From an optimization exercise on the open Yosys and OpenROAD flow, aimed at small area, a short achievable clock period and few clock cycles per item; shortcuts taken in it are not production practice.
No functional check of the RTL was part of any run shown here.

===== run.sh =====
#!/bin/bash
# synth_recipe.tcl (not shown) runs the flow's synth.tcl, then flattens the netlist and writes it again
# the make line also repeats each setting of config.mk as NAME=value (left out here)
make -C /OpenROAD-flow-scripts/flow DESIGN_CONFIG=/design/flow/config.mk WORK_HOME=/design/flow/orfs CLKGATE_MAP_FILE= SYNTH_SCRIPT=/design/flow/synth_recipe.tcl finish

===== config.mk =====
export PLATFORM = sky130hd
export DESIGN_NAME = SVD
export DESIGN_NICKNAME = SVD
export VERILOG_FILES = /design/flow/design.v
export SDC_FILE = /design/flow/constraint.sdc
export NUM_CORES = 4
export LEC_CHECK = 0
export CAP_MARGIN = 20
export CORE_MARGIN = 2
export CORE_UTILIZATION = 55
export SETUP_SLACK_MARGIN = 2.0
export SLEW_MARGIN = 20

===== constraint.sdc =====
create_clock -name core_clock -period 8.0 [get_ports {clk}]
set_input_delay 1.6000 -clock core_clock [delete_from_list [all_inputs] [get_ports {clk}]]
set_output_delay 1.6000 -clock core_clock [all_outputs]
set_load 0.01 [all_outputs]

===== design.v =====
`timescale 1ns/10ps
module SVD (
    clk,
    rst,
    we,
    oe,
    data_i,
    element_sel,
    ready,
    data_o_UV,
    data_o_S
);
input                clk;
input                rst;
input                we;
input                oe;
input         [1:0]  element_sel;
input         [4:0]  data_i;
output reg           ready;
output        [7:0]  data_o_UV;
output        [6:0]  data_o_S;
localparam IDLE = 2'd0;
localparam BUSY = 2'd1;
localparam OUT  = 2'd2;
reg  [1:0] st;
reg  [4:0] cnt;       
reg  [1:0] q;         
reg        kodd;      
reg        nf0, nf1;  
reg  [4:0] lo;        
reg  signed [17:0] R0, R1, R2, R3;
reg  signed [10:0] A0, A1, A2, A3;
reg  signed [10:0] B0, B1, B2, B3;
wire rot = (cnt >= 5'd8) & (cnt <= 5'd27);
wire [4:0] j = cnt - 5'd8;
wire [3:0] sh = j[4:1];
wire dsel = q[0] ^ q[1];
wire d    = dsel ? (R1[17] ^ R3[17]) : (R0[17] ^ R2[17]);
reg  nz;
always @(*) begin
    case (q)
        2'd0: nz = |R2;
        2'd1: nz = |R3;
        2'd2: nz = |R1;
        default: nz = |R0;
    endcase
end
wire en   = rot & nz;
wire sa   = d ^ q[1];         
function [17:0] addsub18;
    input [17:0] x;
    input [17:0] y;
    input        sub;
    reg   [18:0] t;
    begin
        t = {x, 1'b1} + {y ^ {18{sub}}, sub};
        addsub18 = t[18:1];
    end
endfunction
function [10:0] addsub11;
    input [10:0] x;
    input [10:0] y;
    input        sub;
    reg   [11:0] t;
    begin
        t = {x, 1'b1} + {y ^ {11{sub}}, sub};
        addsub11 = t[11:1];
    end
endfunction
wire signed [17:0] y0_s = R2 >>> sh;
wire signed [17:0] y2_s = R0 >>> sh;
wire signed [17:0] y1_s = R3 >>> sh;
wire signed [17:0] y3_s = R1 >>> sh;
wire [17:0] y0 = y0_s & {18{en}};
wire [17:0] y2 = y2_s & {18{en}};
wire [17:0] y1 = y1_s & {18{en}};
wire [17:0] y3 = y3_s & {18{en}};
wire [17:0] s0 = addsub18(R0, y0, sa);
wire [17:0] s2 = addsub18(R2, y2, ~sa);
wire [17:0] s1 = addsub18(R1, y1, sa);
wire [17:0] s3 = addsub18(R3, y3, ~sa);
wire signed [10:0] z0_s = A1 >>> sh;
wire signed [10:0] z1_s = A0 >>> sh;
wire signed [10:0] z2_s = A3 >>> sh;
wire signed [10:0] z3_s = A2 >>> sh;
wire [10:0] z0 = z0_s & {11{en}};
wire [10:0] z1 = z1_s & {11{en}};
wire [10:0] z2 = z2_s & {11{en}};
wire [10:0] z3 = z3_s & {11{en}};
wire [10:0] u0 = addsub11(A0, z0, sa);
wire [10:0] u1 = addsub11(A1, z1, ~sa);
wire [10:0] u2 = addsub11(A2, z2, sa);
wire [10:0] u3 = addsub11(A3, z3, ~sa);
function [17:0] gainS;
    input [17:0] x;
    input        neg;
    reg   [26:0] xs;
    reg   [26:0] t;
    begin
        xs = {{9{x[17]}}, x};
        t = (xs << 8) - (xs << 6) - (xs << 2) - {17'd0, neg, 9'd0};
        gainS = t[26:9] ^ {18{neg}};
    end
endfunction
function [10:0] gainUV;
    input [10:0] x;
    input        neg;
    reg   [19:0] xs;
    reg   [19:0] t;
    begin
        xs = {{9{x[10]}}, x};
        t = (xs << 8) + (xs << 6) - (xs << 4) + (xs << 2) + xs - {10'd0, neg, 9'd0};
        gainUV = t[19:9] ^ {11{neg}};
    end
endfunction
wire c27 = (cnt == 5'd27);
wire c28 = (cnt == 5'd28);
wire c29 = (cnt == 5'd29);
wire c30 = (cnt == 5'd30);
wire sgain  = c28 | c29;
wire uvgain = c27 | c28 | c29 | c30;
wire uvneg  = c28 | c30;
wire uvn0   = uvneg & (c28 ? nf0 : nf1);
always @(posedge clk or negedge rst) begin
    if (!rst) begin
        st    <= IDLE;
        cnt   <= 5'd0;
        q     <= 2'd0;
        ready <= 1'b1;
        kodd  <= 1'b0;
    end else begin
        q <= (st == IDLE) ? 2'd0 : q + 2'd1;
        case (st)
            IDLE: begin
                cnt <= 5'd0;
                if (we) st <= BUSY;
            end
            BUSY: begin
                if (cnt != 5'd31) cnt <= cnt + 5'd1;
                if (cnt == 5'd0) ready <= 1'b0;
                if (cnt == 5'd27) ready <= 1'b1;
                kodd <= 1'b1;
                if (oe && (cnt[4:2] == 3'b111 && cnt[1:0] != 2'b00)) st <= OUT;
            end
            OUT: begin
                if (cnt != 5'd31) cnt <= cnt + 5'd1;
                kodd <= ~kodd;
                if (!kodd && element_sel == 2'd3) st <= IDLE;
            end
            default: st <= IDLE;
        endcase
    end
end
wire load = (st == BUSY) & ~cnt[4] & ~cnt[3];
wire [17:0] ldv = {{2{data_i[4]}}, data_i[3:0], lo, 7'd0};
wire ld1 = load & cnt[0] & ~cnt[1];    
wire ld3 = load & cnt[0] & cnt[1];     
wire ldR1 = (ld1 & cnt[2]) | (ld3 & ~cnt[2]);
wire ldR3 = (ld1 & ~cnt[2]) | (ld3 & cnt[2]);
wire ldI  = load & (cnt[2:0] == 3'd7);
always @(posedge clk) begin
    if (load & ~cnt[0]) lo <= data_i;
    if (c27) begin
        nf0 <= s2[17];
        nf1 <= s1[17];
    end
    R0 <= s2;
    R1 <= sgain ? gainS(R0, nf0) : (ldR1 ? ldv : s0);
    R2 <= sgain ? gainS(R3, nf1) : s3;
    R3 <= ldR3 ? ldv : s1;
    if (ldI) begin
        A0 <= 11'd512; A1 <= 11'd0; A2 <= 11'd0; A3 <= 11'd512;
        B0 <= 11'd512; B1 <= 11'd0; B2 <= 11'd0; B3 <= 11'd512;
    end else begin
        A0 <= uvgain ? gainUV(B0, uvn0) : B0;
        A1 <= B1;
        A2 <= uvgain ? gainUV(B2, uvn0) : B2;
        A3 <= B3;
        B0 <= u1; B1 <= u0; B2 <= u3; B3 <= u2;
    end
end
reg [1:0] sp;
always @(*) begin
    case ({q, element_sel})
        4'h0: sp = 2'd0; 4'h1: sp = 2'd1; 4'h2: sp = 2'd2; 4'h3: sp = 2'd3;
        4'h4: sp = 2'd1; 4'h5: sp = 2'd3; 4'h6: sp = 2'd0; 4'h7: sp = 2'd2;
        4'h8: sp = 2'd3; 4'h9: sp = 2'd2; 4'ha: sp = 2'd1; 4'hb: sp = 2'd0;
        4'hc: sp = 2'd2; 4'hd: sp = 2'd0; 4'he: sp = 2'd3; default: sp = 2'd1;
    endcase
end
reg [17:0] se;
always @(*) begin
    case (sp)
        2'd0: se = R0;
        2'd1: se = R1;
        2'd2: se = R2;
        default: se = R3;
    endcase
end
wire bankB = kodd ? q[0] : ~q[0];
wire swp   = kodd ? (q[0] ^ q[1]) : q[1];
wire [1:0] ue = {element_sel[1], element_sel[0] ^ swp};
reg  [10:0] uvsel;
always @(*) begin
    case ({bankB, ue})
        3'd0: uvsel = A0; 3'd1: uvsel = A1; 3'd2: uvsel = A2; 3'd3: uvsel = A3;
        3'd4: uvsel = B0; 3'd5: uvsel = B1; 3'd6: uvsel = B2; default: uvsel = B3;
    endcase
end
wire outen = (st == OUT);
assign data_o_UV = outen ? uvsel[10:3] : 8'd0;
assign data_o_S  = outen ? (kodd ? se[10:4] : se[17:11]) : 7'd0;
endmodule

==> metrics.sh, run 1 <==
RUN_STATUS='complete, no violations'
HP-START='B1[1]'
BOUNDARYPINS=27
INITIAL_CORE_UTIL=0.559
SYNTH_COMMON_CELLS='sky130_fd_sc_hd__ha_1, sky130_fd_sc_hd__xnor2_1, sky130_fd_sc_hd__nand2_1, sky130_fd_sc_hd__inv_1, sky130_fd_sc_hd__a21oi_1'
TRITONCTS='done'
SYN_AREA_UM2=24800
GRT_ANTENNA_BEFORE_REPAIR=0
GRT_PASS1_VIAS=21100
SORT_OF_ELEMENT_AT_THE_END_OF_THE_CRITICAL_PATH='output pin'
ROUTEDWLPERCELL_UM=21.9
CLKTRANSATPATHREGS_PS=70
WHS_PS=426
TIMING.FMAX_MHz=167
MOST_USED_STANDARD_CELL_BY_INSTANCE_COUNT_AFTER_SYNTHESIS='sky130_fd_sc_hd__ha_1'
CRIT_START='element_sel[1]'
SYNTH_AREA_LEADERS='sky130_fd_sc_hd__ha_1, sky130_fd_sc_hd__dfxtp_1, sky130_fd_sc_hd__xnor2_1'
HTREEDEPTH=4
POST_ROUTE_CELLS_DRIVE_ABOVE_1_SHARE=0.0797
CTS.HOLD.BUFFERS_ADDED=0
SETUP_VIOLATIONS=0
HOLDCRITPATHCLASS='reg2reg'
DIEAREA_UM2=46800
AREAGROWTHSYNTHTOFINISH_PCT=6.47
DETAILROUTE.VIA_COUNT=21900
DPL_CELL_AREA_UM2=25600
GRT_MAX_DEGREE=57
GRT_FIRST_PASS_WIRELENGTH_UM=121000
FLOORPLAN.DIE.WIDTH_UM=216
WORSTPATHARRIVAL_PS=4380
FIN_WS_PS=2020
CRIT_PATH_MAX_FANOUT=24
WORST-R2R-CELL-COUNT=19
FINAL_CORE_UTILIZATION=0.596
FINALCLOCKSKEW_PS=10.9
PLACEMENT_ROWS=77
SYNTH_FP_NETS=3370
SYNTH_LARGEST_TYPE_AREA_FRACTION=0.154
SYNTH_ASYNC_SR_FLOP_SHARE=0.0618
POST_SYNTH.CELL_AREA_AVG_UM2=8.35
SYNTH_TOP_CELL_BY_AREA='sky130_fd_sc_hd__ha_1'
CLKLATENCYLATEPIN_PS=480
DRT_WL_TOTAL_UM=77200
PLACE_HPWL_UM=57200
WORST_HOLD_PATH.NUM_CELLS=1
MAXSLEWVIOLCOUNT=0
CTS_SINKS=178
DATA_REQUIRED_TIME_AT_THE_WORST_ENDPOINT_PS=6400
YS_TYPES=86
CRITICAL_PATH_CLASS='in2out'
GRT_OVERFLOW_TOTAL=0
TIMING.SLEW.HEADROOM=0.248
DESIGN_AREA_UM2=26400
DPL_WORST_SLACK_PS=1570
GP_CONGESTION=0.924
CLOCKROOTBUFFER='sky130_fd_sc_hd__clkbuf_16'
CTS.PATH.MAX_BUFFERS=2
SYNTHCELLS=2971
DRV_CAP=0
NUMPORTBUFFERS=26
FIN_CRIT_SH=0.748
REGISTER_AREA_SHARE_AFTER_SYNTHESIS=0.149
CP-START-KIND='input port'
FINALHOLDVIOLATIONS=0
CORE_UM2=44300
ROUTE.ANTENNA.REMAINING_NETS=0
ROUTE.DETAILED.VIAS_PER_INST=6.20
CRIT-REG2REG-LAUNCH='cnt[1]'
SYNTHFLOPTYPE='sky130_fd_sc_hd__dfxtp_1'
NET_COUNT_OF_THE_FINISHED_LAYOUT=3321
GLOBALROUTETOTALUTIL=0.329
POSTSYNTHREGISTERBITS=178
ROUTE.DETAILED.DRC=0
SYNTH-EDFF-COUNT=7
DRT_ITER0_MARKERS=1983
FINAL.MIN_CLOCK_PERIOD_PS=5980
CTS_MADE_BUFFERS=17
DRT_PRE_ANTENNA_ITERS=5
WORSTMARGINPINSLEW_PS=1100
N_FILL_CELL=4125
FINAL.SETUP.TNS_PS=0
YOSYS_WARNINGS=1
GRT_SETUP_UNREPAIRED='no'
DIE_Y_UM=216
-- routing by layer --
layer | global-route usage | share of wire | vias to the layer above | wire, um
met2 | 0.543 | 0.46 | 834 | 35800
met3 | 0.0546 | 0.068 | 151 | 5210
li1 | - | - | 10400 | -
met5 | 0 | 0 | - | 0
met1 | 0.434 | 0.43 | 10500 | 33500
met4 | 0.120 | 0.035 | 0 | 2700
-- sequential cells by signal (all words and copies together) (netlist names), 18 cells and up --
register  cells
R0           18
R1           18
R2           18
R3           18
-- cells in the final DEF (no fill, tap or decap), types with 11 or more instances in the layout --
cell type,count
sky130_fd_sc_hd__a211o_1,13
sky130_fd_sc_hd__a211oi_1,46
sky130_fd_sc_hd__a21o_1,61
sky130_fd_sc_hd__a21oi_1,221
sky130_fd_sc_hd__a31oi_1,23
sky130_fd_sc_hd__a41oi_1,11
sky130_fd_sc_hd__and2_1,36
sky130_fd_sc_hd__and3_1,17
sky130_fd_sc_hd__buf_4,42
sky130_fd_sc_hd__clkbuf_16,17
sky130_fd_sc_hd__clkdlybuf4s50_1,26
sky130_fd_sc_hd__dfxtp_1,160
sky130_fd_sc_hd__fa_1,82
sky130_fd_sc_hd__ha_1,305
sky130_fd_sc_hd__inv_1,250
sky130_fd_sc_hd__mux2_2,24
sky130_fd_sc_hd__mux2i_1,103
sky130_fd_sc_hd__mux4_2,75
sky130_fd_sc_hd__nand2_1,262
sky130_fd_sc_hd__nand2b_1,34
sky130_fd_sc_hd__nand3_1,45
sky130_fd_sc_hd__nor2_1,212
sky130_fd_sc_hd__nor2b_1,20
sky130_fd_sc_hd__nor3_1,44
sky130_fd_sc_hd__nor4_1,13
sky130_fd_sc_hd__o211ai_1,25
sky130_fd_sc_hd__o21a_1,28
sky130_fd_sc_hd__o21ai_0,135
sky130_fd_sc_hd__o21ai_1,11
sky130_fd_sc_hd__o21bai_1,20
sky130_fd_sc_hd__o22ai_1,18
sky130_fd_sc_hd__or3_1,16
sky130_fd_sc_hd__xnor2_1,276
sky130_fd_sc_hd__xor2_1,61
-- final timing paths --
check / to / slack, ps
worst max-delay path: data_o_S[2] / 2020
worst min-delay path: A1[1] / 430
worst max register to register: A2[10] / 2390
worst min register to register: A1[1] / 430
max in group asynchronous: cnt[1] / 5970
min in group asynchronous: cnt[3] / 1530
-- area by class of cell --
type	count	area [um^2]	share of cell area
multi-input combinational	2400	19700	0.748
sequential	178	3700	0.140
inverter	253	953	0.0361
tap	592	741	0.0281
timing repair buffer	71	643	0.0244
clock buffer	18	439	0.0166
clock inverter	14	168	0.00635
timing repair inverter	1	5.00	0.000190
antenna	1	2.50	0.0000948
-- critical path, stage by stage --
cell	delay, ps
sky130_fd_sc_hd__clkdlybuf4s50_1	460
sky130_fd_sc_hd__buf_4	250
sky130_fd_sc_hd__nand2_1	140
sky130_fd_sc_hd__o21ai_4	100
sky130_fd_sc_hd__buf_12	160
sky130_fd_sc_hd__xnor2_4	70
sky130_fd_sc_hd__buf_4	150
sky130_fd_sc_hd__mux4_2	340
sky130_fd_sc_hd__mux2i_1	70
sky130_fd_sc_hd__nor2b_1	390
sky130_fd_sc_hd__clkdlybuf4s50_1	620
-- stage by stage --
| stage | instances |
|---|---|
| 2_1_floorplan | 2971 |
| 3_3_place_gp | 3481 |
| 3_5_place_dp | 3481 |
| 4_1_cts | 3516 |
| 5_1_grt | 3527 |
| 6_report | 3528 |
-- cells by family after synthesis --
family / Yosys count / synth area share
AO/OA/AOI/OAI: 714 / 0.186
XOR/XNOR: 342 / 0.121
adder cells (fa/ha/maj): 388 / 0.221
buffers and inverters: 396 / 0.0620
flip-flops: 178 / 0.149
multiplexers: 205 / 0.122
AND/OR/NAND/NOR: 748 / 0.139
-- timing repair --
item	CTS	global route
endpoints found under the hold margin	0	0
setup buffers	0	10
gates cloned	3	1
gates resized for setup	5	7
pin swaps	3	3
endpoints found under the setup margin	18	34
==> inputs of run 2 (changes only) <==
--- a/config.mk
+++ b/config.mk
@@ -7,6 +7,6 @@
 export LEC_CHECK = 0
 export CAP_MARGIN = 20
 export CORE_MARGIN = 2
-export CORE_UTILIZATION = 55
-export SETUP_SLACK_MARGIN = 2.0
+export CORE_UTILIZATION = 40
+export SETUP_SLACK_MARGIN = 3.0
 export SLEW_MARGIN = 20
==> run 2 against run 1 <==
Register-to-register slack better by 750 ps; non-clock buffer count is 46 higher; first-iteration DRC count rose by 9.2%; design area rose by 4.2%; wire length grew 3.1%; die area is 37% higher; setup slack improved by 910 ps; synthesized area is the same; maximum frequency is 18% higher; critical path type unchanged.
==> metrics.sh, run 2 <==
INITIAL_CORE_UTIL=0.403  # was 0.559
CP-START-KIND='input port'  # unchanged
SYN_AREA_UM2=24800  # unchanged
WL_MET1_UM=34800  # was 33500 um
SYNTH_LARGEST_TYPE_AREA_FRACTION=0.154  # unchanged
TRITONCTS='done'  # unchanged
ROUTE.ANTENNA.REMAINING_NETS=0  # unchanged
YS_TYPES=86  # unchanged
ROUTEDWLPERCELL_UM=21.1  # was 21.9 um
RUN_STATUS='complete, no violations'  # unchanged
FINALHOLDVIOLATIONS=0  # unchanged
SORT_OF_ELEMENT_AT_THE_END_OF_THE_CRITICAL_PATH='output pin'  # unchanged
SYNTH_TOP_CELL_BY_AREA='sky130_fd_sc_hd__ha_1'  # unchanged
ROUTE.DETAILED.DRC=0  # unchanged
GRT_SETUP_UNREPAIRED='yes'  # was no
DIE_Y_UM=253  # was 216 um
HOLDCRITPATHCLASS='reg2reg'  # unchanged
HIGHEST-SIGNAL-LAYER='met5'  # was met4
POST_PLACE_CELLS=3681  # was 3481
HTREEDEPTH=4  # unchanged
SETUP_VIOLATIONS=0  # unchanged
CTS_SINKS=178  # unchanged
FINAL.SETUP.TNS_PS=0  # unchanged
NUMPORTBUFFERS=26  # unchanged
PLACE_HPWL_UM=57700  # was 57200 um
ROUTE.DETAILED.VIAS_PER_INST=5.91  # was 6.20
CRIT_PATH_MAX_FANOUT=4  # was 24
REGISTER_AREA_SHARE_AFTER_SYNTHESIS=0.149  # unchanged
FINALCLOCKSKEW_PS=15.4  # was 10.9 ps
DRT_ITER0_MARKERS=2166  # was 1983
PLACEMENT_ROWS=91  # was 77
CRITICAL_PATH_CLASS='in2out'  # unchanged
CTS.PATH.MAX_BUFFERS=2  # unchanged
MAXSLEWVIOLCOUNT=0  # unchanged
TIMING.SLEW.HEADROOM=0.306  # was 0.248
POST_SYNTH.CELL_AREA_AVG_UM2=8.35  # unchanged
SYNTH_COMMON_CELLS='sky130_fd_sc_hd__ha_1, sky130_fd_sc_hd__xnor2_1, sky130_fd_sc_hd__nand2_1, sky130_fd_sc_hd__inv_1, sky130_fd_sc_hd__a21oi_1'  # unchanged
YOSYS_WARNINGS=1  # unchanged
CTS.HOLD.BUFFERS_ADDED=0  # unchanged
FINAL_CELL_COUNT_NO_FILL=3771  # was 3528
GRT_ANTENNA_BEFORE_REPAIR=1  # was 0
DETAILROUTE.VIA_COUNT=22300  # was 21900
CP_COMMON_CELL='sky130_fd_sc_hd__buf_6'
N_FILL_CELL=5990  # was 4125
NET_COUNT_OF_THE_FINISHED_LAYOUT=3367  # was 3321
GRT_PASS1_VIAS=21600  # was 21100
SYNTHCELLS=2971  # unchanged
CLOCKROOTBUFFER='sky130_fd_sc_hd__clkbuf_16'  # unchanged
WORST_HOLD_PATH.NUM_CELLS=1  # unchanged
GLOBALROUTETOTALUTIL=0.248  # was 0.329
DRV_CAP=0  # unchanged
DATA_REQUIRED_TIME_AT_THE_WORST_ENDPOINT_PS=6400  # about the same
WORSTPATHARRIVAL_PS=3470  # was 4380 ps
SYNTH_ASYNC_SR_FLOP_SHARE=0.0618  # unchanged
CTS_MADE_BUFFERS=17  # unchanged
POST_ROUTE_CELLS_DRIVE_ABOVE_1_SHARE=0.116  # was 0.0797
DETAILROUTE.WIRELENGTH.MET3_UM=5890  # was 5210 um
SYNTHFLOPTYPE='sky130_fd_sc_hd__dfxtp_1'  # unchanged
LAYOUT_COMMON_CELLS='sky130_fd_sc_hd__ha_1, sky130_fd_sc_hd__xnor2_1, sky130_fd_sc_hd__nand2_1'  # unchanged
SYNTH-EDFF-COUNT=7  # unchanged
CRIT_PATH_CELL_TRACE='buf_8, buf_12, nand2_4, o21ai_4, buf_12, xnor2_4, buf_6, buf_6, nand2_2, o21ai_2, mux4_2, o211a_1, buf_6'  # was clkdlybuf4s50_1, buf_4, nand2_1, o21ai_4, buf_12, xnor2_4, buf_4, mux4_2, mux2i_1, nor2b_1, clkdlybuf4s50_1
DRT_PRE_ANTENNA_ITERS=6  # was 5
GP_CONGESTION=0.941  # was 0.924
DRT_WL_TOTAL_UM=79600  # was 77200 um
FINAL.MIN_CLOCK_PERIOD_PS=5070  # was 5980 ps
MOST_USED_STANDARD_CELL_BY_INSTANCE_COUNT_AFTER_SYNTHESIS='sky130_fd_sc_hd__ha_1'  # unchanged
GRT_OVERFLOW_TOTAL=0  # unchanged
FINAL_COMMON_CELL='sky130_fd_sc_hd__ha_1'  # unchanged
SYNTH_AREA_LEADERS='sky130_fd_sc_hd__ha_1, sky130_fd_sc_hd__dfxtp_1, sky130_fd_sc_hd__xnor2_1'  # unchanged
CLKTRANSATPATHREGS_PS=70  # about the same
AREAGROWTHSYNTHTOFINISH_PCT=11.0  # was 6.47%
DR_WL_MET2_UM=35700  # was 35800 um
BOUNDARYPINS=27  # unchanged
GRT_FIRST_PASS_WIRELENGTH_UM=124000  # was 121000 um
GRT_MAX_DEGREE=64  # was 57
DIEAREA_UM2=64000  # was 46800 um^2
POSTSYNTHREGISTERBITS=178  # unchanged
TIMING.FMAX_MHz=197  # was 167 MHz
WORSTMARGINPINSLEW_PS=1040  # was 1100 ps
WORST-R2R-CELL-COUNT=15  # was 19
SYNTH_FP_NETS=3370  # unchanged
FLOORPLAN.DIE.WIDTH_UM=253  # was 216 um
FIN_CRIT_SH=0.634  # was 0.748
CRITICAL_PATH.SLOWEST_CELL='sky130_fd_sc_hd__mux4_2'  # was sky130_fd_sc_hd__clkdlybuf4s50_1
CRITICAL_PATH.MAX_STAGE_DELAY_PS=450  # was 620 ps
CORE_UM2=61500  # was 44300 um^2
CLKLATENCYLATEPIN_PS=490  # was 480 ps
## run 2: cell count changes in the layout (fill, tap and decap cells not counted), moves of 8 or more
cell and change:
sky130_fd_sc_hd__a21oi_2 +11, sky130_fd_sc_hd__a21oi_1 -12, sky130_fd_sc_hd__o21ai_0 -11, sky130_fd_sc_hd__buf_4 +20
sky130_fd_sc_hd__buf_6 +13, sky130_fd_sc_hd__nand2_1 -9, sky130_fd_sc_hd__buf_12 +8, sky130_fd_sc_hd__clkdlybuf4s50_1 -17
## run 2: cell type report
| class | count | area, um^2 | area share |
|---|---|---|---|
| multi-input combinational | 2401 | 20000 | 0.728 |
| sequential | 178 | 3720 | 0.135 |
| timing repair buffer | 117 | 1190 | 0.0432 |
| tap | 790 | 988 | 0.0359 |
| inverter | 253 | 971 | 0.0353 |
| clock buffer | 21 | 462 | 0.0168 |
| clock inverter | 10 | 148 | 0.00537 |
| antenna | 1 | 2.50 | 0.0000909 |
## run 2: what timing repair did
item / 4_1_cts / 5_1_grt
buffers inserted: 30 / 22
resized for setup: 106 / 58
cloned: 6 / 0
endpoints found under the hold margin: 0 / 0
pin swaps: 10 / 10
endpoints found under the setup margin: 80 / 42
## run 2: path summary, 6_finish.rpt
kind,from,end,slack (ps)
worst min-delay path,B3[2],A3[2],430
max in group asynchronous,rst,q[1],6120
worst max-delay path,element_sel[1],data_o_S[6],2930
worst min register to register,B3[2],A3[2],430
min in group asynchronous,rst,cnt[3],1470
worst max register to register,nf1,R2[16],3140
## run 2: worst max-delay path: cells and delay by family
| kind | cells | cell delay [ps] |
|---|---|---|
| mux | 1 | 450 |
| compound gates | 3 | 360 |
| simple gates | 2 | 120 |
| buf+inv | 6 | 760 |
| xor+xnor | 1 | 160 |
## run 2: per-layer routing
metal,up-vias,global-route usage
met3,195,0.0392
li1,10500,-
met4,2,0.104
met5,-,0
met2,904,0.397
met1,10700,0.332
## run 2: metrics by stage
stage               cell area, um^2  utilization  setup WS, ps  hold slack [ps]
finish                        27500        0.448          2930              429
global route                  27500        0.447          2920              448
floorplan                     25000            -          2900              405
detailed placement            25900        0.421          1530              413
CTS                           27200        0.442          2900              429
global placement              25900        0.421          1600              409
## run 2: logic make-up (layout without fill, tap and decap cells)
kind of cell               Yosys count  in the layout  synth area share
and+or+nand+nor                    748            749             0.139
AOI/OAI and AO/OA                  714            715             0.186
buffers and inverters              396            401            0.0620
adders and majority gates          388            388             0.221
xor gates and xnor gates           342            344             0.121
muxes                              205            205             0.122
DFF                                178            178             0.149
other                                0              1                 0
==> inputs of run 3 (changes only) <==
--- a/design.v
+++ b/design.v
@@ -31,11 +31,24 @@
 reg  signed [17:0] R0, R1, R2, R3;
 reg  signed [10:0] A0, A1, A2, A3;
 reg  signed [10:0] B0, B1, B2, B3;
-wire rot = (cnt >= 5'd8) & (cnt <= 5'd27);
-wire [4:0] j = cnt - 5'd8;
-wire [3:0] sh = j[4:1];
-wire dsel = q[0] ^ q[1];
-wire d    = dsel ? (R1[17] ^ R3[17]) : (R0[17] ^ R2[17]);
+wire [4:0] cn = (st == IDLE) ? 5'd0 : (cnt == 5'd31) ? 5'd31 : cnt + 5'd1;
+wire [4:0] jn = cn - 5'd7;
+reg        rot, c7, sg, uvg, u27, u29;
+reg  [3:0] sh;
+always @(posedge clk or negedge rst) begin
+    if (!rst) begin
+        rot <= 1'b0; c7 <= 1'b0; sg <= 1'b0; uvg <= 1'b0; u27 <= 1'b0; u29 <= 1'b0;
+        sh <= 4'd0;
+    end else begin
+        rot <= (cn >= 5'd7) & (cn <= 5'd26);
+        c7  <= (st != OUT) & (cn == 5'd7);
+        sh  <= jn[4:1];
+        sg  <= (cn == 5'd27) | (cn == 5'd28);
+        uvg <= (cn >= 5'd26) & (cn <= 5'd29);
+        u27 <= (cn == 5'd27);
+        u29 <= (cn == 5'd29);
+    end
+end
 reg  nz;
 always @(*) begin
     case (q)
@@ -46,7 +59,7 @@
     endcase
 end
 wire en   = rot & nz;
-wire sa   = d ^ q[1];         
+reg  sa;
 function [17:0] addsub18;
     input [17:0] x;
     input [17:0] y;
@@ -73,12 +86,14 @@
 wire signed [17:0] y3_s = R1 >>> sh;
 wire [17:0] y0 = y0_s & {18{en}};
 wire [17:0] y2 = y2_s & {18{en}};
-wire [17:0] y1 = y1_s & {18{en}};
+wire [17:0] a3v = {{2{data_i[4]}}, data_i[3:0], lo, 7'd0};
+wire [17:0] y1 = (c7 ? a3v : y1_s) & {18{en}};
+wire [17:0] x3 = c7 ? a3v : R3;
 wire [17:0] y3 = y3_s & {18{en}};
 wire [17:0] s0 = addsub18(R0, y0, sa);
 wire [17:0] s2 = addsub18(R2, y2, ~sa);
 wire [17:0] s1 = addsub18(R1, y1, sa);
-wire [17:0] s3 = addsub18(R3, y3, ~sa);
+wire [17:0] s3 = addsub18(x3, y3, ~sa);
 wire signed [10:0] z0_s = A1 >>> sh;
 wire signed [10:0] z1_s = A0 >>> sh;
 wire signed [10:0] z2_s = A3 >>> sh;
@@ -87,6 +102,9 @@
 wire [10:0] z1 = z1_s & {11{en}};
 wire [10:0] z2 = z2_s & {11{en}};
 wire [10:0] z3 = z3_s & {11{en}};
+wire [1:0] qn = q + 2'd1;
+wire dn = (qn[0] ^ qn[1]) ? (s0[17] ^ s1[17]) : (s2[17] ^ s3[17]);
+always @(posedge clk) sa <= dn ^ qn[1];
 wire [10:0] u0 = addsub11(A0, z0, sa);
 wire [10:0] u1 = addsub11(A1, z1, ~sa);
 wire [10:0] u2 = addsub11(A2, z2, sa);
@@ -113,14 +131,9 @@
         gainUV = t[19:9] ^ {11{neg}};
     end
 endfunction
-wire c27 = (cnt == 5'd27);
-wire c28 = (cnt == 5'd28);
-wire c29 = (cnt == 5'd29);
-wire c30 = (cnt == 5'd30);
-wire sgain  = c28 | c29;
-wire uvgain = c27 | c28 | c29 | c30;
-wire uvneg  = c28 | c30;
-wire uvn0   = uvneg & (c28 ? nf0 : nf1);
+wire sgain  = sg;
+wire uvgain = uvg;
+wire uvn0   = (u27 & nf0) | (u29 & nf1);
 always @(posedge clk or negedge rst) begin
     if (!rst) begin
         st    <= IDLE;
@@ -129,7 +142,7 @@
         ready <= 1'b1;
         kodd  <= 1'b0;
     end else begin
-        q <= (st == IDLE) ? 2'd0 : q + 2'd1;
+        q <= (st == IDLE) ? 2'd1 : q + 2'd1;
         case (st)
             IDLE: begin
                 cnt <= 5'd0;
@@ -138,9 +151,9 @@
             BUSY: begin
                 if (cnt != 5'd31) cnt <= cnt + 5'd1;
                 if (cnt == 5'd0) ready <= 1'b0;
-                if (cnt == 5'd27) ready <= 1'b1;
+                if (cnt == 5'd26) ready <= 1'b1;
                 kodd <= 1'b1;
-                if (oe && (cnt[4:2] == 3'b111 && cnt[1:0] != 2'b00)) st <= OUT;
+                if (oe && cnt >= 5'd28) st <= OUT;
             end
             OUT: begin
                 if (cnt != 5'd31) cnt <= cnt + 5'd1;
@@ -153,20 +166,18 @@
 end
 wire load = (st == BUSY) & ~cnt[4] & ~cnt[3];
 wire [17:0] ldv = {{2{data_i[4]}}, data_i[3:0], lo, 7'd0};
-wire ld1 = load & cnt[0] & ~cnt[1];    
-wire ld3 = load & cnt[0] & cnt[1];     
-wire ldR1 = (ld1 & cnt[2]) | (ld3 & ~cnt[2]);
-wire ldR3 = (ld1 & ~cnt[2]) | (ld3 & cnt[2]);
-wire ldI  = load & (cnt[2:0] == 3'd7);
+wire ldR2 = load & (cnt[2:0] == 3'd1);
+wire ldR3 = load & cnt[0] & (cnt[2] ^ cnt[1]);
+wire ldI  = load & (cnt[2:0] == 3'd6);
 always @(posedge clk) begin
     if (load & ~cnt[0]) lo <= data_i;
-    if (c27) begin
+    if (uvg & ~u27 & ~u29 & ~sg) begin
         nf0 <= s2[17];
         nf1 <= s1[17];
     end
     R0 <= s2;
-    R1 <= sgain ? gainS(R0, nf0) : (ldR1 ? ldv : s0);
-    R2 <= sgain ? gainS(R3, nf1) : s3;
+    R1 <= sgain ? gainS(R0, nf0) : s0;
+    R2 <= sgain ? gainS(R3, nf1) : (ldR2 ? ldv : s3);
     R3 <= ldR3 ? ldv : s1;
     if (ldI) begin
         A0 <= 11'd512; A1 <= 11'd0; A2 <= 11'd0; A3 <= 11'd512;
--- a/config.mk
+++ b/config.mk
@@ -8,5 +8,5 @@
 export CAP_MARGIN = 20
 export CORE_MARGIN = 2
 export CORE_UTILIZATION = 40
-export SETUP_SLACK_MARGIN = 3.0
+export SETUP_SLACK_MARGIN = 3.5
 export SLEW_MARGIN = 20
==> run 3 against run 2 <==
Final cell count increased by 8.2%; critical endpoint is now data_o_S[0]; sequential cell count rose by 11; wire length up 6.7%; highest routed layer is now met4; count of clock-buffer cells in the layout down 2; first-iteration DRC count grew 1.6%; synthesized area grew 2.0%; worst hold slack gained 2.9 ps; register-to-register slack hardly changed; sequential share of layout area shrank 0.13 points; design area increased by 10%.
==> metrics.sh, run 3 <==
RUN_STATUS='complete, no violations'  # unchanged
CRITICAL_PATH_CLASS='in2out'  # unchanged
TRITONCTS='done'  # unchanged
GRT_MAX_DEGREE=83  # was 64
POST_SYNTH.CELL_AREA_AVG_UM2=8.23  # was 8.35 um^2
CTS_SINKS=189  # was 178
CP_TOP_FAMILY='buffers and inverters'  # unchanged
DATA_REQUIRED_TIME_AT_THE_WORST_ENDPOINT_PS=6400  # about the same
SYNTHCELLS=3074  # was 2971
MAXSLEWVIOLCOUNT=0  # unchanged
SYNTH_LARGEST_TYPE_AREA_FRACTION=0.152  # was 0.154
TIMING.FMAX_MHz=197  # about the same
CLOCKROOTBUFFER='sky130_fd_sc_hd__clkbuf_16'  # unchanged
HTREEDEPTH=4  # unchanged
DPL_CELL_AREA_UM2=26400  # was 25900 um^2
SYNTH_AREA_LEADERS='sky130_fd_sc_hd__ha_1, sky130_fd_sc_hd__dfxtp_1, sky130_fd_sc_hd__xnor2_1'  # unchanged
RR_ENDPOINT='R1[16]'  # was R2[16]
HP-START='B3[2]'  # unchanged
CTS_MADE_BUFFERS=17  # unchanged
DRV_CAP=0  # unchanged
GRT_ANTENNA_BEFORE_REPAIR=1  # unchanged
DRT_PRE_ANTENNA_ITERS=6  # unchanged
NET_COUNT_OF_THE_FINISHED_LAYOUT=3622  # was 3367
SYNTH_ASYNC_SR_FLOP_SHARE=0.111  # was 0.0618
CRIT_PATH_MAX_FANOUT=6  # was 4
FINAL.SETUP.TNS_PS=0  # unchanged
DESIGN_AREA_UM2=30300  # was 27500 um^2
SYNTH_COMMON_CELLS='sky130_fd_sc_hd__ha_1, sky130_fd_sc_hd__inv_1, sky130_fd_sc_hd__nor2_1, sky130_fd_sc_hd__xnor2_1, sky130_fd_sc_hd__nand2_1'  # was sky130_fd_sc_hd__ha_1, sky130_fd_sc_hd__xnor2_1, sky130_fd_sc_hd__nand2_1, sky130_fd_sc_hd__inv_1, sky130_fd_sc_hd__a21oi_1
ANTENNA-DIODE-COUNT=0  # was 1
ROUTEDWLPERCELL_UM=20.8  # was 21.1 um
ROUTE.DETAILED.DRC=0  # unchanged
GLOBALROUTEMET1UTIL=0.340  # was 0.332
CTS.PATH.MAX_BUFFERS=2  # unchanged
GP_CONGESTION=0.957  # was 0.941
SYNTH_FP_NETS=3475  # was 3370
DIEAREA_UM2=65200  # was 64000 um^2
SORT_OF_ELEMENT_AT_THE_END_OF_THE_CRITICAL_PATH='output pin'  # unchanged
CRITICAL_PATH.MAX_STAGE_DELAY_PS=470  # was 450 ps
SYNTH_TOP_CELL_BY_AREA='sky130_fd_sc_hd__ha_1'  # unchanged
PLACE_HPWL_UM=56000  # was 57700 um
HOLD_END='A3[2]'  # unchanged
CP_NUM_CELLS=11  # was 13
GRT_PASS1_VIAS=22400  # was 21600
GRT_SETUP_UNREPAIRED='yes'  # unchanged
TIMING.CRITICAL_PATH.BUF_INV=5  # was 6
HOLDCRITPATHCLASS='reg2reg'  # unchanged
RRSETUPSLACK_PS=3140  # about the same
GRT_UTIL_MET2=0.400  # was 0.397
MOST_USED_STANDARD_CELL_BY_INSTANCE_COUNT_AFTER_SYNTHESIS='sky130_fd_sc_hd__ha_1'  # unchanged
REGISTER_AREA_SHARE_AFTER_SYNTHESIS=0.157  # was 0.149
ROUTE.DETAILED.VIAS_PER_INST=5.74  # was 5.91
CRITICAL_PATH.SLOWEST_CELL='sky130_fd_sc_hd__mux4_2'  # unchanged
GRT_FIRST_PASS_WIRELENGTH_UM=131000  # was 124000 um
CORE_UM2=62700  # was 61500 um^2
DIE_Y_UM=255  # was 253 um
ROUTE.ANTENNA.REMAINING_NETS=0  # unchanged
YS_TYPES=88  # was 86
POSTSYNTHREGISTERBITS=189  # was 178
SYNTHFLOPTYPE='sky130_fd_sc_hd__dfxtp_1'  # unchanged
FINALHOLDVIOLATIONS=0  # unchanged
SETUP_VIOLATIONS=0  # unchanged
GRT-BUSIEST-LAYER='met2'  # unchanged
CRIT_PATH_CELL_TRACE='buf_8, buf_12, nand2_4, o21ai_4, buf_12, xnor2_4, clkbuf_16, o21ai_1, mux4_2, o211a_1, buf_2'  # was buf_8, buf_12, nand2_4, o21ai_4, buf_12, xnor2_4, buf_6, buf_6, nand2_2, o21ai_2, mux4_2, o211a_1, buf_6
NUMPORTBUFFERS=26  # unchanged
SYN_AREA_UM2=25300  # was 24800 um^2
GLOBALROUTETOTALUTIL=0.255  # was 0.248
POST_ROUTE_CELLS_DRIVE_ABOVE_1_SHARE=0.204  # was 0.116
INITIAL_CORE_UTIL=0.403  # about the same
PLACEMENT_ROWS=92  # was 91
TIMING.SLEW.HEADROOM=0.301  # was 0.306
AREAGROWTHSYNTHTOFINISH_PCT=19.9  # was 11.0%
WORST-R2R-CELL-COUNT=22  # was 15
MET3_RESOURCE_USE_GR=0.0535  # was 0.0392
BOUNDARYPINS=27  # unchanged
CP-START-KIND='input port'  # unchanged
CLKTRANSATPATHREGS_PS=80  # was 70 ps
GRT_OVERFLOW_TOTAL=0  # unchanged
WORST_HOLD_PATH.NUM_CELLS=1  # unchanged
FINAL_COMMON_CELL='sky130_fd_sc_hd__ha_1'  # unchanged
LAYOUT_COMMON_CELLS='sky130_fd_sc_hd__ha_1, sky130_fd_sc_hd__inv_1, sky130_fd_sc_hd__nor2_1'  # was sky130_fd_sc_hd__ha_1, sky130_fd_sc_hd__xnor2_1, sky130_fd_sc_hd__nand2_1
YOSYS_WARNINGS=1  # unchanged
FLOORPLAN.DIE.WIDTH_UM=255  # was 253 um
CRIT-REG2REG-LAUNCH='R2[12]'  # was nf1
FINAL.MIN_CLOCK_PERIOD_PS=5090  # was 5070 ps
DRT_ITER0_MARKERS=2200  # was 2166
WORSTMARGINPINSLEW_PS=1050  # was 1040 ps
FINALCLOCKSKEW_PS=17.8  # was 15.4 ps
SYNTH-EDFF-COUNT=7  # unchanged
CP_COMMON_CELL='sky130_fd_sc_hd__buf_12'  # was sky130_fd_sc_hd__buf_6
DRT_WL_TOTAL_UM=84900  # was 79600 um
WORSTPATHARRIVAL_PS=3490  # was 3470 ps
FIN_CRIT_SH=0.636  # was 0.634
CLKLATENCYLATEPIN_PS=520  # was 490 ps
DETAILROUTE.VIA_COUNT=23400  # was 22300
run 3: cell count changes after synthesis, sizes merged, moves of 10 or more:
cell    change
nor2       +68
o21ai      +49
inv        +42
clkbuf     +39
mux2i      -35
buf        -26
a211oi     +19
a21oi      -18
nand2      -15
and2       +13
o22ai      -13
dfrtp      +10
run 3: worst max path at each step:
stage / startpoint / endpoint / slack, ps
2_1_floorplan: sh[1] / sa / 3360
3_3_place_gp: element_sel[1] / data_o_S[1] / 1760
3_5_place_dp: element_sel[1] / data_o_S[1] / 1760
4_1_cts: element_sel[1] / data_o_S[4] / 2960
5_1_grt: element_sel[1] / data_o_S[0] / 2870
6_report: element_sel[1] / data_o_S[0] / 2910
run 3: repair_timing:
action                                  in CTS  in global routing
pin swaps                                  126                 66
gates cloned                                14                  5
endpoints found under the setup margin      96                 66
resized for setup                          328                106
hold buffers                                 0                  0
buffers inserted                           178                 28
run 3: area by class of cell:
cell class,instances,area (um^2)
repair buffers,278,2880
clock inverters,13,124
well taps,846,1060
inverters,295,1140
fillers,6004,32400
clock buffers,19,443
multi-input cells,2440,20600
flip-flops and latches,189,4050
run 3: cells by family after synthesis:
logic type / Yosys count / share of synthesized area
compound gates: 739 / 0.187
xor+xnor: 333 / 0.115
mux: 182 / 0.114
buf+inv: 451 / 0.0684
simple gates: 790 / 0.142
fa+ha+maj: 390 / 0.217
flops: 189 / 0.157
run 3: routing by layer:
metal | wire length (um) | part of all wire
met3 | 7240 | 0.085
met2 | 37500 | 0.44
met5 | 0 | 0
met1 | 36400 | 0.43
met4 | 3780 | 0.045
run 3: stage by stage:
| step | std cells | worst slack, ps | hold WS (ps) | utilization |
|---|---|---|---|---|
| 5_1_grt | 4080 | 2870 | 462 | 0.483 |
| 2_1_floorplan | 3074 | 3360 | 405 | - |
| 4_1_cts | 4047 | 2960 | 434 | 0.473 |
| 3_3_place_gp | 3823 | 1760 | 409 | 0.420 |
| 3_5_place_dp | 3823 | 1760 | 414 | 0.420 |
| 6_report | 4080 | 2910 | 432 | 0.483 |
==> inputs of run 4 (changes only) <==
--- a/design.v
+++ b/design.v
@@ -33,17 +33,18 @@
 reg  signed [10:0] B0, B1, B2, B3;
 wire [4:0] cn = (st == IDLE) ? 5'd0 : (cnt == 5'd31) ? 5'd31 : cnt + 5'd1;
 wire [4:0] jn = cn - 5'd7;
-reg        rot, c7, sg, uvg, u27, u29;
+reg        rot, c7, sg, sn1, uvg, u27, u29;
 reg  [3:0] sh;
 always @(posedge clk or negedge rst) begin
     if (!rst) begin
-        rot <= 1'b0; c7 <= 1'b0; sg <= 1'b0; uvg <= 1'b0; u27 <= 1'b0; u29 <= 1'b0;
+        rot <= 1'b0; c7 <= 1'b0; sg <= 1'b0; sn1 <= 1'b0; uvg <= 1'b0; u27 <= 1'b0; u29 <= 1'b0;
         sh <= 4'd0;
     end else begin
         rot <= (cn >= 5'd7) & (cn <= 5'd26);
         c7  <= (st != OUT) & (cn == 5'd7);
         sh  <= jn[4:1];
-        sg  <= (cn == 5'd27) | (cn == 5'd28);
+        sg  <= (cn >= 5'd27) & (cn <= 5'd30);
+        sn1 <= (cn == 5'd29) | (cn == 5'd30);
         uvg <= (cn >= 5'd26) & (cn <= 5'd29);
         u27 <= (cn == 5'd27);
         u29 <= (cn == 5'd29);
@@ -151,9 +152,9 @@
             BUSY: begin
                 if (cnt != 5'd31) cnt <= cnt + 5'd1;
                 if (cnt == 5'd0) ready <= 1'b0;
-                if (cnt == 5'd26) ready <= 1'b1;
+                if (cnt == 5'd28) ready <= 1'b1;
                 kodd <= 1'b1;
-                if (oe && cnt >= 5'd28) st <= OUT;
+                if (oe && cnt >= 5'd30) st <= OUT;
             end
             OUT: begin
                 if (cnt != 5'd31) cnt <= cnt + 5'd1;
@@ -176,8 +177,8 @@
         nf1 <= s1[17];
     end
     R0 <= s2;
-    R1 <= sgain ? gainS(R0, nf0) : s0;
-    R2 <= sgain ? gainS(R3, nf1) : (ldR2 ? ldv : s3);
+    R1 <= sgain ? gainS(R0, sn1 ? nf1 : nf0) : s0;
+    R2 <= ldR2 ? ldv : s3;
     R3 <= ldR3 ? ldv : s1;
     if (ldI) begin
         A0 <= 11'd512; A1 <= 11'd0; A2 <= 11'd0; A3 <= 11'd512;
==> run 4 against run 3 <==
Still clean on timing, DRC and antenna; utilization increased by 0.63 points; setup slack got worse by 230 ps; count of clock-buffer cells in the layout increased by 1; final cell count decreased by 8.4%; worst hold slack got worse by 2.7 ps; first-iteration DRC count is 20% lower; wire length down 7.2%; sequential share of layout area rose by 1.2 points; maximum frequency down 4.3%; sequential cell count up 1.
==> metrics.sh, run 4 <==
CP-START-KIND='flip-flop'  # was input port
FIN_CRIT_SH=0.664  # was 0.636
HTREEDEPTH=4  # unchanged
GRT_SETUP_UNREPAIRED='yes'  # unchanged
SYN_AREA_UM2=23100  # was 25300 um^2
DETAILROUTE.VIA_COUNT=21900  # was 23400
ROUTE.DETAILED.DRC=0  # unchanged
DRT_WL_TOTAL_UM=78700  # was 84900 um
TRITONCTS='done'  # unchanged
GRT_FIRST_PASS_WIRELENGTH_UM=120000  # was 131000 um
INITIAL_CORE_UTIL=0.402  # was 0.403
PLACE_HPWL_UM=52500  # was 56000 um
LAYOUT_COMMON_CELLS='sky130_fd_sc_hd__nor2_1, sky130_fd_sc_hd__ha_1, sky130_fd_sc_hd__nand2_1'  # was sky130_fd_sc_hd__ha_1, sky130_fd_sc_hd__inv_1, sky130_fd_sc_hd__nor2_1
DPL_WORST_SLACK_PS=1840  # was 1760 ps
ROUTEDWLPERCELL_UM=21.1  # was 20.8 um
SYNTH_FP_NETS=3138  # was 3475
SYNTH_AREA_LEADERS='sky130_fd_sc_hd__ha_1, sky130_fd_sc_hd__dfxtp_1, sky130_fd_sc_hd__xnor2_1'  # unchanged
AREAGROWTHSYNTHTOFINISH_PCT=21.8  # was 19.9%
DESIGN_AREA_UM2=28100  # was 30300 um^2
SYNTH_ASYNC_SR_FLOP_SHARE=0.116  # was 0.111
SORT_OF_ELEMENT_AT_THE_END_OF_THE_CRITICAL_PATH='flip-flop'  # was output pin
SYNTH_COMMON_CELLS='sky130_fd_sc_hd__nor2_1, sky130_fd_sc_hd__ha_1, sky130_fd_sc_hd__nand2_1, sky130_fd_sc_hd__inv_1, sky130_fd_sc_hd__xnor2_1'  # was sky130_fd_sc_hd__ha_1, sky130_fd_sc_hd__inv_1, sky130_fd_sc_hd__nor2_1, sky130_fd_sc_hd__xnor2_1, sky130_fd_sc_hd__nand2_1
DIEAREA_UM2=59600  # was 65200 um^2
PLACEMENT_ROWS=88  # was 92
SYNTH-EDFF-COUNT=7  # unchanged
SEQUENTIAL_CELL_AREA_UM2=4100  # was 4050 um^2
TIMING.SLEW.HEADROOM=0.260  # was 0.301
SYNTH_LARGEST_TYPE_AREA_FRACTION=0.141  # was 0.152
RUN_STATUS='complete, no violations'  # unchanged
CLKLATENCYLATEPIN_PS=490  # was 520 ps
TIMING.FMAX_MHz=188  # was 197 MHz
FINAL.MIN_CLOCK_PERIOD_PS=5320  # was 5090 ps
FINAL.SETUP.TNS_PS=0  # unchanged
DIE_Y_UM=244  # was 255 um
FIN_WS_PS=2680  # was 2910 ps
CRITICAL_PATH_CLASS='reg2reg'  # was in2out
DRV_CAP=0  # unchanged
CLOCKROOTBUFFER='sky130_fd_sc_hd__clkbuf_16'  # unchanged
CRITICAL_PATH.SLOWEST_CELL='sky130_fd_sc_hd__a2111oi_2'  # was sky130_fd_sc_hd__mux4_2
SETUP_VIOLATIONS=0  # unchanged
GRT_PASS1_VIAS=21100  # was 22400
ROUTE.ANTENNA.REMAINING_NETS=0  # unchanged
MULTI_INPUT_AREA_UM2=18800  # was 20600 um^2
ANTENNA-DIODE-COUNT=0  # unchanged
POSTSYNTHREGISTERBITS=190  # was 189
CTS_MADE_BUFFERS=17  # unchanged
CTS.PATH.MAX_BUFFERS=2  # unchanged
MAXSLEWVIOLCOUNT=0  # unchanged
CORE_UM2=57400  # was 62700 um^2
CRIT_PATH_MAX_FANOUT=7  # was 6
WORST_HOLD_PATH.NUM_CELLS=1  # unchanged
GRT_MAX_DEGREE=98  # was 83
GRT_ANTENNA_BEFORE_REPAIR=0  # was 1
HOLDCRITPATHCLASS='reg2reg'  # unchanged
N_FILL_CELL=5288  # was 6004
YOSYS_WARNINGS=1  # unchanged
SYNTH_TOP_CELL_BY_AREA='sky130_fd_sc_hd__ha_1'  # unchanged
CTS_SINKS=190  # was 189
CRITICAL_PATH.MAX_STAGE_DELAY_PS=450  # was 470 ps
DATA_REQUIRED_TIME_AT_THE_WORST_ENDPOINT_PS=8380  # was 6400 ps
FINALCLOCKSKEW_PS=13.5  # was 17.8 ps
NET_COUNT_OF_THE_FINISHED_LAYOUT=3296  # was 3622
WORSTMARGINPINSLEW_PS=1110  # was 1050 ps
MOST_USED_STANDARD_CELL_BY_INSTANCE_COUNT_AFTER_SYNTHESIS='sky130_fd_sc_hd__nor2_1'  # was sky130_fd_sc_hd__ha_1
GRT_OVERFLOW_TOTAL=0  # unchanged
DRT_ITER0_MARKERS=1764  # was 2200
SYNTHCELLS=2802  # was 3074
REGISTER_AREA_SHARE_AFTER_SYNTHESIS=0.173  # was 0.157
ROUTE.DETAILED.VIAS_PER_INST=5.85  # was 5.74
WORSTPATHARRIVAL_PS=5690  # was 3490 ps
DPL_CELL_AREA_UM2=24100  # was 26400 um^2
DRT_PRE_ANTENNA_ITERS=6  # unchanged
CLKTRANSATPATHREGS_PS=80  # about the same
POST_ROUTE_CELLS_DRIVE_ABOVE_1_SHARE=0.228  # was 0.204
NUMPORTBUFFERS=26  # unchanged
BOUNDARYPINS=27  # unchanged
GP_CONGESTION=0.931  # was 0.957
SYNTHFLOPTYPE='sky130_fd_sc_hd__dfxtp_1'  # unchanged
WORST-R2R-CELL-COUNT=21  # was 22
FLOORPLAN.DIE.WIDTH_UM=244  # was 255 um
POST_SYNTH.CELL_AREA_AVG_UM2=8.23  # about the same
CP_COMMON_CELL='sky130_fd_sc_hd__buf_6'  # was sky130_fd_sc_hd__buf_12
FINALHOLDVIOLATIONS=0  # unchanged
CRIT_PATH_CELL_TRACE='nor4_4, nand3_2, o41a_1, buf_6, o41ai_4, buf_6, a211oi_4, xor2_1, ha_1, buf_6, buf_6, nand4_1, o211ai_1, o311a_1, a41oi_2, o211ai_1, a2111oi_2, a211oi_2, xor2_1, or3_1, and4b_1'  # was buf_8, buf_12, nand2_4, o21ai_4, buf_12, xnor2_4, clkbuf_16, o21ai_1, mux4_2, o211a_1, buf_2
FINAL_COMMON_CELL='sky130_fd_sc_hd__nor2_1'  # was sky130_fd_sc_hd__ha_1
GLOBALROUTETOTALUTIL=0.258  # was 0.255
YS_TYPES=81  # was 88
==> run 4: cell count changes after synthesis, sizes merged, moves of 11 or more <==
cell    previous run  this run
a31oi             24        11
a211oi            65        52
xor2              58       103
fa                82        66
o21a              21        34
inv              294       214
xnor2            275       196
nor3              40        59
a21o              57        40
ha               308       259
mux2i             71        83
a21oi            207       172
o211ai            30        19
==> run 4: area by class of cell <==
type                            instances  share of cell area
Multi-Input combinational cell       2253               0.670
Sequential cell                       190               0.146
Timing Repair Buffer                  284              0.0993
Tap cell                              765              0.0341
Inverter                              214              0.0299
Clock buffer                           20              0.0170
Clock inverter                         12             0.00405
==> run 4: worst max-delay path: cells and delay by family, from the launching register on <==
kind | cells | cell delay, ps
adders and majority gates | 1 | 420
and+or+nand+nor | 5 | 1090
DFF | 1 | 390
AOI/OAI and AO/OA | 9 | 2320
xor gates and xnor gates | 2 | 360
buffers and inverters | 4 | 600
==> run 4: routing by layer <==
metal | wire length, um | global-route usage | vias up
li1 | - | - | 10100
met4 | 3910 | 0.126 | 0
met2 | 36800 | 0.426 | 860
met5 | 0 | 0.000817 | -
met1 | 32800 | 0.331 | 10700
met3 | 5230 | 0.0372 | 232
==> run 4: worst paths after layout <==
check	startpoint	end	slack (ps)
worst max-delay path	R3[5]	sa	2680
worst min-delay path	B1[0]	A1[0]	430
worst max register to register	R3[5]	sa	2680
worst min register to register	B1[0]	A1[0]	430
max in group asynchronous	rst	sh[0]	6520
min in group asynchronous	rst	cnt[3]	1080
==> run 4: cell families (layout without fill, tap and decap cells) <==
group / count (synthesis) / in the layout / synth area share
flops: 190 / 190 / 0.173
fa+ha+maj: 325 / 325 / 0.198
simple gates: 775 / 775 / 0.152
buf+inv: 361 / 530 / 0.0593
compound gates: 673 / 673 / 0.186
xor+xnor: 299 / 301 / 0.114
mux: 179 / 179 / 0.118
==> run 4: through the flow <==
stage,instances,hold WS [ps],util
floorplan,2802,406,-
global placement,3468,412,0.419
detailed placement,3469,412,0.420
CTS,3691,431,0.476
global route,3738,443,0.490
finish,3738,429,0.490
==> run 4: repair_timing <==
item,in CTS,in global routing
buffers inserted,180,47
hold buffers,0,0
endpoints found under the hold margin,0,0
cloned,10,0
resized for setup,313,126
setup endpoints to repair,97,73
pin swaps,168,101
==> inputs of run 5 (changes only) <==
--- a/design.v
+++ b/design.v
@@ -81,10 +81,28 @@
         addsub11 = t[11:1];
     end
 endfunction
-wire signed [17:0] y0_s = R2 >>> sh;
-wire signed [17:0] y2_s = R0 >>> sh;
-wire signed [17:0] y1_s = R3 >>> sh;
-wire signed [17:0] y3_s = R1 >>> sh;
+function [17:0] shr18;
+    input [17:0] x;
+    input [3:0]  n;
+    reg   [17:0] f;
+    begin
+        f = $signed(x) >>> n[1:0];
+        shr18 = n[3] ? {{8{f[17]}}, f[17:8]} : n[2] ? {{4{f[17]}}, f[17:4]} : f;
+    end
+endfunction
+function [10:0] shr11;
+    input [10:0] x;
+    input [3:0]  n;
+    reg   [10:0] f;
+    begin
+        f = $signed(x) >>> n[1:0];
+        shr11 = n[3] ? {{8{f[10]}}, f[10:8]} : n[2] ? {{4{f[10]}}, f[10:4]} : f;
+    end
+endfunction
+wire [17:0] y0_s = shr18(R2, sh);
+wire [17:0] y2_s = shr18(R0, sh);
+wire [17:0] y1_s = shr18(R3, sh);
+wire [17:0] y3_s = shr18(R1, sh);
 wire [17:0] y0 = y0_s & {18{en}};
 wire [17:0] y2 = y2_s & {18{en}};
 wire [17:0] a3v = {{2{data_i[4]}}, data_i[3:0], lo, 7'd0};
@@ -95,10 +113,10 @@
 wire [17:0] s2 = addsub18(R2, y2, ~sa);
 wire [17:0] s1 = addsub18(R1, y1, sa);
 wire [17:0] s3 = addsub18(x3, y3, ~sa);
-wire signed [10:0] z0_s = A1 >>> sh;
-wire signed [10:0] z1_s = A0 >>> sh;
-wire signed [10:0] z2_s = A3 >>> sh;
-wire signed [10:0] z3_s = A2 >>> sh;
+wire [10:0] z0_s = shr11(A1, sh);
+wire [10:0] z1_s = shr11(A0, sh);
+wire [10:0] z2_s = shr11(A3, sh);
+wire [10:0] z3_s = shr11(A2, sh);
 wire [10:0] z0 = z0_s & {11{en}};
 wire [10:0] z1 = z1_s & {11{en}};
 wire [10:0] z2 = z2_s & {11{en}};
--- a/config.mk
+++ b/config.mk
@@ -8,5 +8,5 @@
 export CAP_MARGIN = 20
 export CORE_MARGIN = 2
 export CORE_UTILIZATION = 40
-export SETUP_SLACK_MARGIN = 3.5
+export SETUP_SLACK_MARGIN = 3.0
 export SLEW_MARGIN = 20
==> run 5 against run 4 <==
Design area is 8.3% lower; setup slack gained 190 ps; synthesized area decreased by 1.8%; register-to-register slack better by 190 ps; sequential share of layout area up 1.1 points; synthesized cell count shrank 2.9%; non-clock buffer count shrank 130; final cell count down 5.7%; critical path depth did not move; worst hold slack lost 5.3 ps; critical endpoint is now R0[16].
==> metrics.sh, run 5 <==
RUN_STATUS='complete, no violations'  # unchanged
DATA_REQUIRED_TIME_AT_THE_WORST_ENDPOINT_PS=8370  # was 8380 ps
SYNTH_FP_NETS=3057  # was 3138
GP_CONGESTION=0.952  # was 0.931
WORST-R2R-CELL-COUNT=21  # unchanged
GRT-BUSIEST-LAYER='met2'  # unchanged
YS_TYPES=82  # was 81
SETUP_VIOLATIONS=0  # unchanged
WORSTMARGINPINSLEW_PS=1050  # was 1110 ps
CLKLATENCYLATEPIN_PS=490  # about the same
CLKTRANSATPATHREGS_PS=90  # was 80 ps
DRT_WL_TOTAL_UM=72100  # was 78700 um
HTREEDEPTH=4  # unchanged
MAXSLEWVIOLCOUNT=0  # unchanged
DPL_WORST_SLACK_PS=1580  # was 1840 ps
YOSYS_WARNINGS=1  # unchanged
INITIAL_CORE_UTIL=0.403  # was 0.402
ROUTEDWLPERCELL_UM=20.4  # was 21.1 um
GRT_UTIL_MET2=0.399  # was 0.426
FINALCLOCKSKEW_PS=17.4  # was 13.5 ps
TIMING.FMAX_MHz=195  # was 188 MHz
FINAL_CELL_COUNT_NO_FILL=3524  # was 3738
POST_ROUTE_CELLS_DRIVE_ABOVE_1_SHARE=0.152  # was 0.228
DIE_Y_UM=242  # was 244 um
POST_SYNTH.CELL_AREA_AVG_UM2=8.32  # was 8.23 um^2
HOLD_END='A1[2]'  # was A1[0]
FIN_WS_PS=2880  # was 2680 ps
CLOCKROOTBUFFER='sky130_fd_sc_hd__clkbuf_16'  # unchanged
BOUNDARYPINS=27  # unchanged
RRSETUPSLACK_PS=2880  # was 2680 ps
GLOBALROUTETOTALUTIL=0.241  # was 0.258
CTS.PATH.MAX_BUFFERS=2  # unchanged
GRT_PASS1_VIAS=19900  # was 21100
GRT_ANTENNA_BEFORE_REPAIR=0  # unchanged
POSTSYNTHREGISTERBITS=190  # unchanged
GLOBALROUTEMET1UTIL=0.317  # was 0.331
GRT_MAX_DEGREE=88  # was 98
FINAL_COMMON_CELL='sky130_fd_sc_hd__ha_1'  # was sky130_fd_sc_hd__nor2_1
CTS_MADE_BUFFERS=17  # unchanged
CORE_UM2=56200  # was 57400 um^2
TIMING.SLEW.HEADROOM=0.300  # was 0.260
DRT_PRE_ANTENNA_ITERS=5  # was 6
CRITICAL_PATH_CLASS='reg2reg'  # unchanged
FINAL.SETUP.TNS_PS=0  # unchanged
SYNTH-EDFF-COUNT=7  # unchanged
ROUTE.ANTENNA.REMAINING_NETS=0  # unchanged
CTS.HOLD.BUFFERS_ADDED=0  # unchanged
GRT_FIRST_PASS_WIRELENGTH_UM=112000  # was 120000 um
HP-START='B1[2]'  # was B1[0]
DETAILROUTE.VIA_COUNT=20300  # was 21900
CTS_SINKS=190  # unchanged
HOLDCRITPATHCLASS='reg2reg'  # unchanged
SYNTH_ASYNC_SR_FLOP_SHARE=0.116  # unchanged
MOST_USED_STANDARD_CELL_BY_INSTANCE_COUNT_AFTER_SYNTHESIS='sky130_fd_sc_hd__ha_1'  # was sky130_fd_sc_hd__nor2_1
SYNTHCELLS=2721  # was 2802
AREAGROWTHSYNTHTOFINISH_PCT=13.8  # was 21.8%
ROUTE.DETAILED.VIAS_PER_INST=5.76  # was 5.85
GRT_OVERFLOW_TOTAL=0  # unchanged
NET_COUNT_OF_THE_FINISHED_LAYOUT=3091  # was 3296
PLACEMENT_ROWS=87  # was 88
SORT_OF_ELEMENT_AT_THE_END_OF_THE_CRITICAL_PATH='flip-flop'  # unchanged
LAYOUT_COMMON_CELLS='sky130_fd_sc_hd__ha_1, sky130_fd_sc_hd__xnor2_1, sky130_fd_sc_hd__nor2_1'  # was sky130_fd_sc_hd__nor2_1, sky130_fd_sc_hd__ha_1, sky130_fd_sc_hd__nand2_1
SYN_AREA_UM2=22600  # was 23100 um^2
ANTENNA-DIODE-COUNT=0  # unchanged
GRT_SETUP_UNREPAIRED='yes'  # unchanged
FLOORPLAN.DIE.WIDTH_UM=242  # was 244 um
run 5: cell count changes in the layout (fill, tap and decap cells not counted), moves of 29 or more:
cell / change
sky130_fd_sc_hd__buf_4: -86
sky130_fd_sc_hd__xnor2_1: +60
sky130_fd_sc_hd__buf_6: -34
sky130_fd_sc_hd__o21ai_0: +32
sky130_fd_sc_hd__xor2_1: -46
sky130_fd_sc_hd__dfxtp_1: +29
sky130_fd_sc_hd__a21oi_1: +43
run 5: area by class of cell:
class,count,area (um^2),share of cell area
clock buffer,18,429,0.0167
clock inverter,14,145,0.00563
inverter,208,786,0.0305
multi-input combinational,2184,17900,0.695
sequential,190,4040,0.157
tap,756,946,0.0367
timing repair buffer,154,1520,0.0591
run 5: kinds of logic (layout without fill, tap and decap cells):
kind of cell / count (synthesis) / after routing / share of synthesized area
buf+inv: 350 / 394 / 0.0586
flops: 190 / 190 / 0.176
compound gates: 689 / 690 / 0.190
simple gates: 683 / 683 / 0.135
xor+xnor: 308 / 310 / 0.120
fa+ha+maj: 325 / 325 / 0.202
mux: 176 / 176 / 0.118
run 5: worst max-delay path, stage by stage, from the launching register on:
cell                       delay (ps)
sky130_fd_sc_hd__dfxtp_2          340
sky130_fd_sc_hd__or4_4            560
sky130_fd_sc_hd__o41a_1           410
sky130_fd_sc_hd__buf_4            150
sky130_fd_sc_hd__o41a_4           490
sky130_fd_sc_hd__and2_4           170
sky130_fd_sc_hd__xnor2_1          120
sky130_fd_sc_hd__ha_1             330
sky130_fd_sc_hd__nor2b_1          140
sky130_fd_sc_hd__o21ai_1          180
sky130_fd_sc_hd__a21boi_1         110
sky130_fd_sc_hd__o21ai_1          230
sky130_fd_sc_hd__a21boi_2         100
sky130_fd_sc_hd__o21ai_2          200
sky130_fd_sc_hd__a21boi_2          90
sky130_fd_sc_hd__o21ai_2          180
sky130_fd_sc_hd__a21boi_2         100
sky130_fd_sc_hd__o211a_1          240
sky130_fd_sc_hd__o21a_1           210
sky130_fd_sc_hd__o21a_1           220
sky130_fd_sc_hd__o41ai_2          320
sky130_fd_sc_hd__xnor2_1          110
run 5: worst max path at each step:
| stage | startpoint | depth (start not counted) | end | slack [ps] |
|---|---|---|---|---|
| finish | R3[1] | 21 | R0[16] | 2880 |
| global route | R3[1] | 21 | R0[16] | 2740 |
| CTS | element_sel[1] | 12 | data_o_S[6] | 2810 |
| detailed placement | element_sel[0] | 7 | data_o_S[6] | 1580 |
| global placement | element_sel[1] | 9 | data_o_S[2] | 1680 |
| floorplan | sh[1] | 25 | sa | 2950 |
run 5: timing repair:
action	CTS	global route
cloned	6	0
endpoints found under the setup margin	61	43
setup buffers	49	51
pin swaps	23	79
resized for setup	110	119
run 5: layer usage:
metal	wire, um	vias to the layer above
met3	4400	153
met4	2630	0
met5	0	-
met1	31200	9877
met2	33900	723
li1	-	9551
run 5: stage by stage:
stage	util	instance area (um^2)
final	0.459	25800
after global routing	0.459	25800
after CTS	0.445	25000
after detailed placement	0.420	23600
after global placement	0.419	23500
after floorplan	-	22700

-- afterwards: timing with drivers on the ports --
The results above use ideal ports. As a check the final layouts listed here were re-extracted and re-timed, cells and wires unchanged.
Step 1: set_driving_cell puts a clkbuf_16 on clk and a buf_2 on each other input, an assumption about the parent block.
Step 2 times the ports against the registers' clock, not the clock port: input delays grow and output delays shrink by t, the midpoint of the rising clock arrivals with the driver on.
a / b / c = ideal / step 1 / step 2; a / b = the first two.
| run | shift t [ns] | setup WS [ns] | worst data-port slew with drivers (ns) | pins driven straight from the clock port |
|---|---|---|---|---|
| run 1 | 0.532 | 2.017 / 1.994 / 1.994 | 0.05 | 1 |
| run 2 | 0.540 | 2.931 / 2.882 / 2.882 | 0.09 | 1 |
| run 3 | 0.575 | 2.914 / 2.876 / 2.876 | 0.06 | 1 |
| run 4 | 0.543 | 2.685 / 2.685 / 2.685 | 0.12 | 1 |
| run 5 | 0.530 | 2.879 / 2.879 / 2.879 | 0.11 | 1 |
After both steps setup and hold are still met in every run listed. The setup slack of run 2, which loses most, moves by -0.049 ns with the drivers and by -0.049 ns with both steps.
